Background: an optimization exercise with open tools, aiming at a short achievable clock period and few clock cycles. Do not read the settings as production practice. The RTL was checked by simulation tests, not by an equivalence proof against the original design. Power figures rest on the tool's default switching activity, not on a simulated workload.

==> flow/design.v (excerpt) <==
module pipelined_cpu(
    input clk,
    input rst,
    output [31:0] imem_addr,
    input [31:0] imem_rdata,
    output [31:0] dmem_addr,
    output [31:0] dmem_wdata,
    output dmem_we,
    input [31:0] dmem_rdata
    );
    reg [31:2] pc;      
    reg        d_valid;
    reg [31:0] d_inst;
    reg [31:0] d_pc, d_pc4;
    reg        d_pred, d_hit;
    reg [1:0]  d_ctr;
    reg [31:0] d_ptgt;
    reg        e_valid;
    reg        e_load, e_store, e_branch, e_wr;
    reg [5:0]  e_fn;
    reg [4:0]  e_dest;
    reg [31:0] e_a, e_b, e_sd;
    reg        e_fa, e_fb, e_fs;
    reg        e_la, e_lb, e_ls;
    reg        e_pred, e_hit;
    reg [1:0]  e_ctr;
    reg [31:0] e_ptgt;
    reg [31:0] e_pc, e_pc4, e_target;
    reg        m_wr, m_load, m_store;
    reg [4:0]  m_dest;
    reg [31:0] m_res, m_sd;
    reg        m_branch, m_taken, m_hit;
    reg [1:0]  m_ctr;
    reg [31:0] m_pc, m_target;
    wire [31:0] m_wd = m_load ? dmem_rdata : m_res;
    assign dmem_addr  = m_res;
    assign dmem_wdata = m_sd;
    assign dmem_we    = m_store;
    wire [31:0] a  = e_la ? dmem_rdata : e_fa ? m_res : e_a;
    wire [31:0] b  = e_lb ? dmem_rdata : e_fb ? m_res : e_b;
    wire [31:0] sd = e_ls ? dmem_rdata : e_fs ? m_res : e_sd;
    wire [31:0] res;
    alu alu_1(a, b, e_fn, res);
    wire eq = e_fa ? (e_fs ? 1'b1 : (m_res == e_sd)) :
              e_la ? (e_ls ? 1'b1 : (dmem_rdata == e_sd)) :
              e_fs ? (e_a == m_res) :
              e_ls ? (e_a == dmem_rdata) : (e_a == e_sd);
    wire taken    = e_branch & eq;
    wire e_tgt_ok = (e_ptgt == e_target);
  ...
==> flow/config.mk <==
export PLATFORM = sky130hd
export DESIGN_NAME = pipelined_cpu
export DESIGN_NICKNAME = pipelined_cpu
export VERILOG_FILES = /design/flow/design.v
export SDC_FILE = /design/flow/constraint.sdc
export NUM_CORES = 4
export LEC_CHECK = 0
export ABC_CLOCK_PERIOD_IN_PS = 2500
export CAP_MARGIN = 20
export CORE_MARGIN = 2
export CORE_UTILIZATION = 40
export SETUP_SLACK_MARGIN = 5
export SLEW_MARGIN = 20
==> flow/constraint.sdc <==
create_clock -name core_clock -period 8.0 [get_ports {clk}]
set_input_delay 1.6000 -clock core_clock [delete_from_list [all_inputs] [get_ports {clk}]]
set_output_delay 1.6000 -clock core_clock [all_outputs]
set_load 0.01 [all_outputs]
run.sh (not shown) runs the stock make flow with config.mk's settings and CLKGATE_MAP_FILE= SYNTH_SCRIPT=/design/flow/synth_recipe.tcl, a recipe that flattens the netlist after the stock synthesis.
The first run ran to the end with no violations.
Testbench counts at the start, summed over its fixed seeds: cycles 34,530.
==> next run, changes <==
SETUP_SLACK_MARGIN = 4.5   (was 5)
What happened:
- The changed run completed without violations
- worst setup slack loses 0.080 ns
- clock skew is about the same
- final cell count is lower by 2.7%
- routed wire length decreases by 6.7%
- die area stays the same
- synthesized cell count stays the same
- clock-buffer cell count stays the same
- power went down by 0.68%
- non-clock buffer count falls by 229
- hold slack gains 0.0040 ns

== garnet ==
The RTL this note starts from:
==> flow/design.v <==
`timescale 1ns / 1ps
module decode(
    input  [31:0] inst,
    output        uses_rs,
    output        uses_rt,
    output        alusrc,       
    output        is_load,
    output        is_store,
    output        is_branch,
    output        wr,           
    output [4:0]  dest,
    output [5:0]  fn            
    );
    wire [5:0] op = inst[31:26];
    wire [3:0] f  = inst[3:0];
    wire is_r    = (op == 6'b100000) | (op == 6'b100010) | (op == 6'b100100) |
                   (op == 6'b100101) | (op == 6'b101010);
    wire is_lw   = (op == 6'b100011);
    wire is_sw   = (op == 6'b101011);
    wire is_beq  = (op == 6'b000100);
    wire is_j    = (op == 6'b000010);
    wire is_addi = (op == 6'b001000);
    wire is_andi = (op == 6'b001100);
    wire is_sll  = (op == 6'b000000);
    wire is_ori  = ~(is_r | is_lw | is_sw | is_beq | is_j | is_addi | is_andi | is_sll);
    wire r_add = is_r & (f == 4'b0000);
    wire r_sub = is_r & (f == 4'b0010);
    wire r_and = is_r & (f == 4'b0100);
    wire r_or  = is_r & (f == 4'b0101);
    wire r_slt = is_r & ~(f == 4'b0000) & ~(f == 4'b0010) & ~(f == 4'b0100) & ~(f == 4'b0101);
    assign uses_rs   = ~is_j;
    assign uses_rt   = is_r | is_sw | is_beq | is_sll;
    assign alusrc    = is_lw | is_sw | is_addi | is_andi | is_ori;
    assign is_load   = is_lw;
    assign is_store  = is_sw;
    assign is_branch = is_beq;
    assign dest      = is_r ? inst[15:11] : inst[20:16];
    assign wr        = (is_r | is_lw | is_addi | is_andi | is_ori | is_sll) & (dest != 5'd0);
    assign fn        = {is_sll, r_slt, r_or | is_ori, r_and | is_andi, r_sub,
                        r_add | is_lw | is_sw | is_addi};
endmodule
`timescale 1ns / 1ps
module alu(
    input  [31:0] a,
    input  [31:0] b,
    input  [5:0]  fn,
    output [31:0] o
    );
    wire        sub  = fn[1] | fn[4];
    wire [31:0] sum  = a + (sub ? ~b : b) + {31'd0, sub};
    wire        lt   = (a[31] != b[31]) ? a[31] : sum[31];
    wire [31:0] sh   = (b[31:5] != 27'd0) ? 32'd0 : (a << b[4:0]);
    wire [31:0] early = ({32{fn[2]}} & (a & b)) |
                        ({32{fn[3]}} & (a | b)) |
                        ({32{fn[4]}} & {31'd0, lt}) |
                        ({32{fn[5]}} & sh);
    assign o  = (fn[0] | fn[1]) ? sum : early;
endmodule
`timescale 1ns / 1ps
module reg_mem(
    input         clk,
    input         we,
    input  [4:0]  wa,
    input  [31:0] wd,
    input  [4:0]  ra1,
    input  [4:0]  ra2,
    output [31:0] rd1,
    output [31:0] rd2
    );
    reg [31:0] mem [31:1];
    always @(posedge clk) begin
        if (we & (wa != 5'd0)) mem[wa] <= wd;
    end
    assign rd1 = (ra1 == 5'd0) ? 32'd0 : (we & (wa == ra1)) ? wd : mem[ra1];
    assign rd2 = (ra2 == 5'd0) ? 32'd0 : (we & (wa == ra2)) ? wd : mem[ra2];
endmodule
module btb(
    input         clk,
    input         rst,
    input  [31:0] pc,
    output        pred_taken,
    output        hit,
    output [1:0]  ctr_out,
    output [31:0] pred_target,
    input         upd,          
    input  [31:0] upd_pc,
    input         upd_taken,
    input         upd_hit,      
    input  [1:0]  upd_ctr,      
    input  [31:0] upd_target
    );
    reg        valid [0:15];
    reg [1:0]  ctr   [0:15];
    reg [3:0]  tag   [0:15];
    reg [11:0] tgt   [0:15];    
    wire [3:0] ri = pc[5:2];
    wire [3:0] wi = upd_pc[5:2];
    assign hit         = valid[ri] & (tag[ri] == pc[9:6]);
    assign ctr_out     = ctr[ri];
    assign pred_taken  = hit & ctr[ri][1];
    assign pred_target = {pc[31:14], tgt[ri], 2'b00};
    wire [1:0] c     = upd_ctr;
    wire       alloc = upd & ~upd_hit & upd_taken;
    integer k;
    always @(posedge clk) begin
        if (upd & upd_taken) tgt[wi] <= upd_target[13:2];
        if (alloc) tag[wi] <= upd_pc[9:6];
        if (alloc) ctr[wi] <= 2'b10;
        else if (upd & upd_hit) begin
            if (upd_taken) ctr[wi] <= (c == 2'b11) ? 2'b11 : c + 2'b01;
            else           ctr[wi] <= (c == 2'b00) ? 2'b00 : c - 2'b01;
        end
        if (rst) begin
            for (k = 0; k < 16; k = k + 1) valid[k] <= 1'b0;
        end
        else if (alloc) valid[wi] <= 1'b1;
    end
endmodule
`timescale 1ns / 1ps
module pipelined_cpu(
    input clk,
    input rst,
    output [31:0] imem_addr,
    input [31:0] imem_rdata,
    output [31:0] dmem_addr,
    output [31:0] dmem_wdata,
    output dmem_we,
    input [31:0] dmem_rdata
    );
    reg [31:2] pc;      
    reg        d_valid;
    reg [31:0] d_inst;
    reg [31:0] d_pc, d_pc4;
    reg        d_pred, d_hit;
    reg [1:0]  d_ctr;
    reg [31:0] d_ptgt;
    reg        e_valid;
    reg        e_load, e_store, e_branch, e_wr;
    reg [5:0]  e_fn;
    reg [4:0]  e_dest;
    reg [31:0] e_a, e_b, e_sd;
    reg        e_fa, e_fb, e_fs, e_eq;
    reg        e_la, e_lb, e_ls;
    reg        e_pred, e_hit;
    reg [1:0]  e_ctr;
    reg [31:0] e_ptgt;
    reg [31:0] e_pc, e_pc4, e_target;
    reg        m_wr, m_load, m_store;
    reg [4:0]  m_dest;
    reg [31:0] m_res, m_sd;
    reg        m_branch, m_taken, m_hit;
    reg [1:0]  m_ctr;
    reg [31:0] m_pc, m_target;
    wire [31:0] m_wd = m_load ? dmem_rdata : m_res;
    assign dmem_addr  = m_res;
    assign dmem_wdata = m_sd;
    assign dmem_we    = m_store;
    wire [31:0] a  = e_la ? dmem_rdata : e_fa ? m_res : e_a;
    wire [31:0] b  = e_lb ? dmem_rdata : e_fb ? m_res : e_b;
    wire [31:0] sd = e_ls ? dmem_rdata : e_fs ? m_res : e_sd;
    wire [31:0] res;
    alu alu_1(a, b, e_fn, res);
    wire eq = e_fa ? (e_fs ? 1'b1 : (m_res == e_sd)) :
              e_la ? (e_ls ? 1'b1 : (dmem_rdata == e_sd)) :
              e_fs ? (e_a == m_res) :
              e_ls ? (e_a == dmem_rdata) : e_eq;
    wire taken    = e_branch & eq;
    wire e_tgt_ok = (e_ptgt == e_target);
    wire mp_eq  = e_valid & (e_pred ? ~(e_branch & e_tgt_ok) : e_branch);
    wire mp_ne  = e_valid & e_pred;
    wire mispred = eq ? mp_eq : mp_ne;
    wire d_uses_rs, d_uses_rt, d_alusrc, d_load, d_store, d_branch, d_wr;
    wire [4:0] d_dest;
    wire [5:0] d_fn;
    decode dec(d_inst, d_uses_rs, d_uses_rt, d_alusrc, d_load, d_store, d_branch, d_wr,
               d_dest, d_fn);
    wire [4:0] rs = d_inst[25:21];
    wire [4:0] rt = d_inst[20:16];
    wire [31:0] rd1, rd2;
    reg_mem rf(clk, m_wr, m_dest, m_wd, rs, rt, rd1, rd2);
    wire [31:0] imm    = {{16{d_inst[15]}}, d_inst[15:0]};
    wire [31:0] d_tgt  = d_pc4 + {imm[29:0], 2'b00};
    wire e_fwd_ok = e_valid & e_wr;
    wire hit_rs   = e_fwd_ok & (e_dest == rs);
    wire hit_rt   = e_fwd_ok & (e_dest == rt);
    wire        f_pred, f_hit;
    wire [1:0]  f_ctr;
    wire [31:0] f_ptgt;
    btb bp(clk, rst, {pc, 2'b00}, f_pred, f_hit, f_ctr, f_ptgt,
           m_branch, m_pc, m_taken, m_hit, m_ctr, m_target);
    assign imem_addr = {pc, 2'b00};
    wire [31:0] pc4   = {pc + 30'd1, 2'b00};
    wire [31:0] fpath = f_pred ? f_ptgt : pc4;
    wire [31:0] npc_eq = mp_eq ? (e_branch ? e_target : e_pc4) : fpath;
    wire [31:0] npc_ne = mp_ne ? e_pc4 : fpath;
    always @(posedge clk) begin
        if (rst) pc <= 30'd0;
        else     pc <= eq ? npc_eq[31:2] : npc_ne[31:2];
        if (rst | mispred) d_valid <= 1'b0;
        else               d_valid <= 1'b1;
        begin
            d_inst <= imem_rdata;
            d_pc   <= {pc, 2'b00};
            d_pc4  <= pc4;
            d_pred <= f_pred;
            d_hit  <= f_hit;
            d_ctr  <= f_ctr;
            d_ptgt <= f_ptgt;
        end
        e_valid  <= ~rst & ~mispred & d_valid;
        e_load   <= d_load;
        e_store  <= d_store;
        e_branch <= d_branch;
        e_wr     <= d_wr;
        e_fn     <= d_fn;
        e_dest   <= d_dest;
        e_a      <= rd1;
        e_b      <= d_alusrc ? imm : rd2;
        e_sd     <= rd2;
        e_eq     <= (rd1 == rd2);
        e_fa     <= hit_rs & ~e_load;
        e_fb     <= hit_rt & ~e_load & ~d_alusrc;
        e_fs     <= hit_rt & ~e_load;
        e_la     <= hit_rs & e_load;
        e_lb     <= hit_rt & e_load & ~d_alusrc;
        e_ls     <= hit_rt & e_load;
        e_pred   <= d_pred;
        e_ptgt   <= d_ptgt;
        e_hit    <= d_hit;
        e_ctr    <= d_ctr;
        e_pc     <= d_pc;
        e_pc4    <= d_pc4;
        e_target <= d_tgt;
        m_wr     <= ~rst & e_valid & e_wr;
        m_load   <= e_load;
        m_store  <= ~rst & e_valid & e_store;
        m_branch <= ~rst & e_valid & e_branch;
        m_taken  <= taken;
        m_hit    <= e_hit;
        m_ctr    <= e_ctr;
        m_dest   <= e_dest;
        m_res    <= res;
        m_sd     <= sd;
        m_pc     <= e_pc;
        m_target <= e_target;
    end
endmodule
clock: 8.0 ns
lec_check: 0
abc_clock_period_in_ps: 2500
cap_margin: 20
core_margin: 2
core_utilization: 40
setup_slack_margin: 5
slew_margin: 20
standard.sh (not shown) runs the stock make flow with config.mk's settings and CLKGATE_MAP_FILE= SYNTH_SCRIPT=/design/flow/synth_recipe.tcl, a recipe that flattens the netlist after the stock synthesis.
==> flow/flow/run.sh <==
#!/bin/bash
# The standard layout, with one change: after placement, the port buffers that placement
# inserted as delay cells (clkdlybuf/dlygate) are swapped for plain buffers, which are faster,
# and the placement is legalised again. Every tool's output goes to its own log here.
set -euo pipefail
bash standard.sh place > place.log 2>&1
R=orfs/results/$FLOW_PLATFORM/pipelined_cpu/base
ODB_IN=$R/3_place.odb openroad -no_init -exit flow/fixio.tcl > fixio.log 2>&1
bash standard.sh finish > finish.log 2>&1
==> flow/flow/fixio.tcl <==
# Swap delay-cell port buffers for plain buffers and legalise the placement.
read_db $::env(ODB_IN)
set db [ord::get_db]
set block [ord::get_db_block]
set n 0
foreach bt [$block getBTerms] {
  if {[$bt getName] eq "clk"} { continue }
  set net [$bt getNet]
  if {$net eq "NULL"} { continue }
  set out [expr {[$bt getIoType] eq "OUTPUT"}]
  foreach it [$net getITerms] {
    set inst [$it getInst]
    set m [[$inst getMaster] getName]
    if {[string match "sky130_fd_sc_hd__clkdlybuf*" $m] || [string match "sky130_fd_sc_hd__dlygate*" $m] || [string match "sky130_fd_sc_hd__dlymetal*" $m]} {
      set new [expr {$out ? "sky130_fd_sc_hd__buf_4" : "sky130_fd_sc_hd__buf_8"}]
      $inst swapMaster [$db findMaster $new]
      puts "swapped [$inst getName] $m -> $new"
      incr n
    }
  }
}
puts "swapped $n port buffers"
detailed_placement
check_placement -verbose
write_db $::env(ODB_IN)
Testbench counts of garnet, summed over its fixed seeds: cycles 34,530.
Modified inputs, amber compared to garnet
==> flow/run.sh (new file) <==
#!/bin/bash
# synth_recipe.tcl (not shown) runs the flow's synth.tcl, then flattens the netlist and writes it again
# the make line also repeats each setting of config.mk as NAME=value (left out here)
make -C /OpenROAD-flow-scripts/flow DESIGN_CONFIG=/design/flow/config.mk WORK_HOME=/design/flow/orfs CLKGATE_MAP_FILE= SYNTH_SCRIPT=/design/flow/synth_recipe.tcl finish
removed: flow/flow/run.sh
removed: flow/flow/fixio.tcl
removed: flow/standard.sh
## What came out
- Compared to garnet, the router laid down more metal wire for amber.
- Summary of amber over garnet: period utilization went down 0.62 points, final sum of negative setup slack level, number of nets in the final layout rose 0.81%, average wire per cell in the routed design +about 0.9%.
- For garnet, the timing startpoint of the critical path was d_inst[23]$_DFF_P_, unlike amber, where it was d_inst[22]$_DFF_P_.
- Side by side, layout-stage area growth over the synthesis result turned out higher in amber than in garnet.
- The combined area of the multi-input logic cells of amber is higher than that of garnet.
- Lower ratio of cells with drive above 1 in the final layout was reported by garnet, not amber.
- Compared with garnet, amber shows a post-layout instance area that is about 0.43% higher.
- From garnet to amber the numbers moved as follows: total power picked up an extra 0.73%; data required time at the worst endpoint lost 30 ps.

==> what the ideal ports hide <==
How much do the figures lean on ideal ports? The routed layouts below were timed once more, with nothing changed but the port constraints. Step 1 assumes that a clkbuf_16 drives the clock port and a buf_2 every other input. Step 2, shift: input delay + t, output delay - t, t = (earliest + latest rising clock arrival at the registers) / 2. This alone moves slack from input paths to output paths. a / b / c = ideal ports / drivers / drivers and shift; a / b = the first two.
| run | shift t [ns] | setup WS [ns] | worst hold slack (ns) | slew at the worst register clock pin (ns) |
|---|---|---|---|---|
| the first run of note 1 | 0.916 | 4.508 / 4.529 / 3.613 | 0.301 / 0.301 / 0.301 | 0.07 / 0.07 |
| the second run of note 1 | 0.906 | 4.428 / 4.428 / 3.553 | 0.305 / 0.305 / 0.305 | 0.08 / 0.08 |
| garnet | 0.931 | 4.400 / 4.400 / 3.555 | 0.316 / 0.316 / 0.316 | 0.07 / 0.07 |
| amber | 0.945 | 4.449 / 4.417 / 3.615 | 0.319 / 0.319 / 0.319 | 0.07 / 0.07 |
After both steps every run listed still meets setup and hold. For the first run of note 1, which loses most, drivers alone change the setup slack by +0.021 ns; drivers and shift together by -0.895 ns.
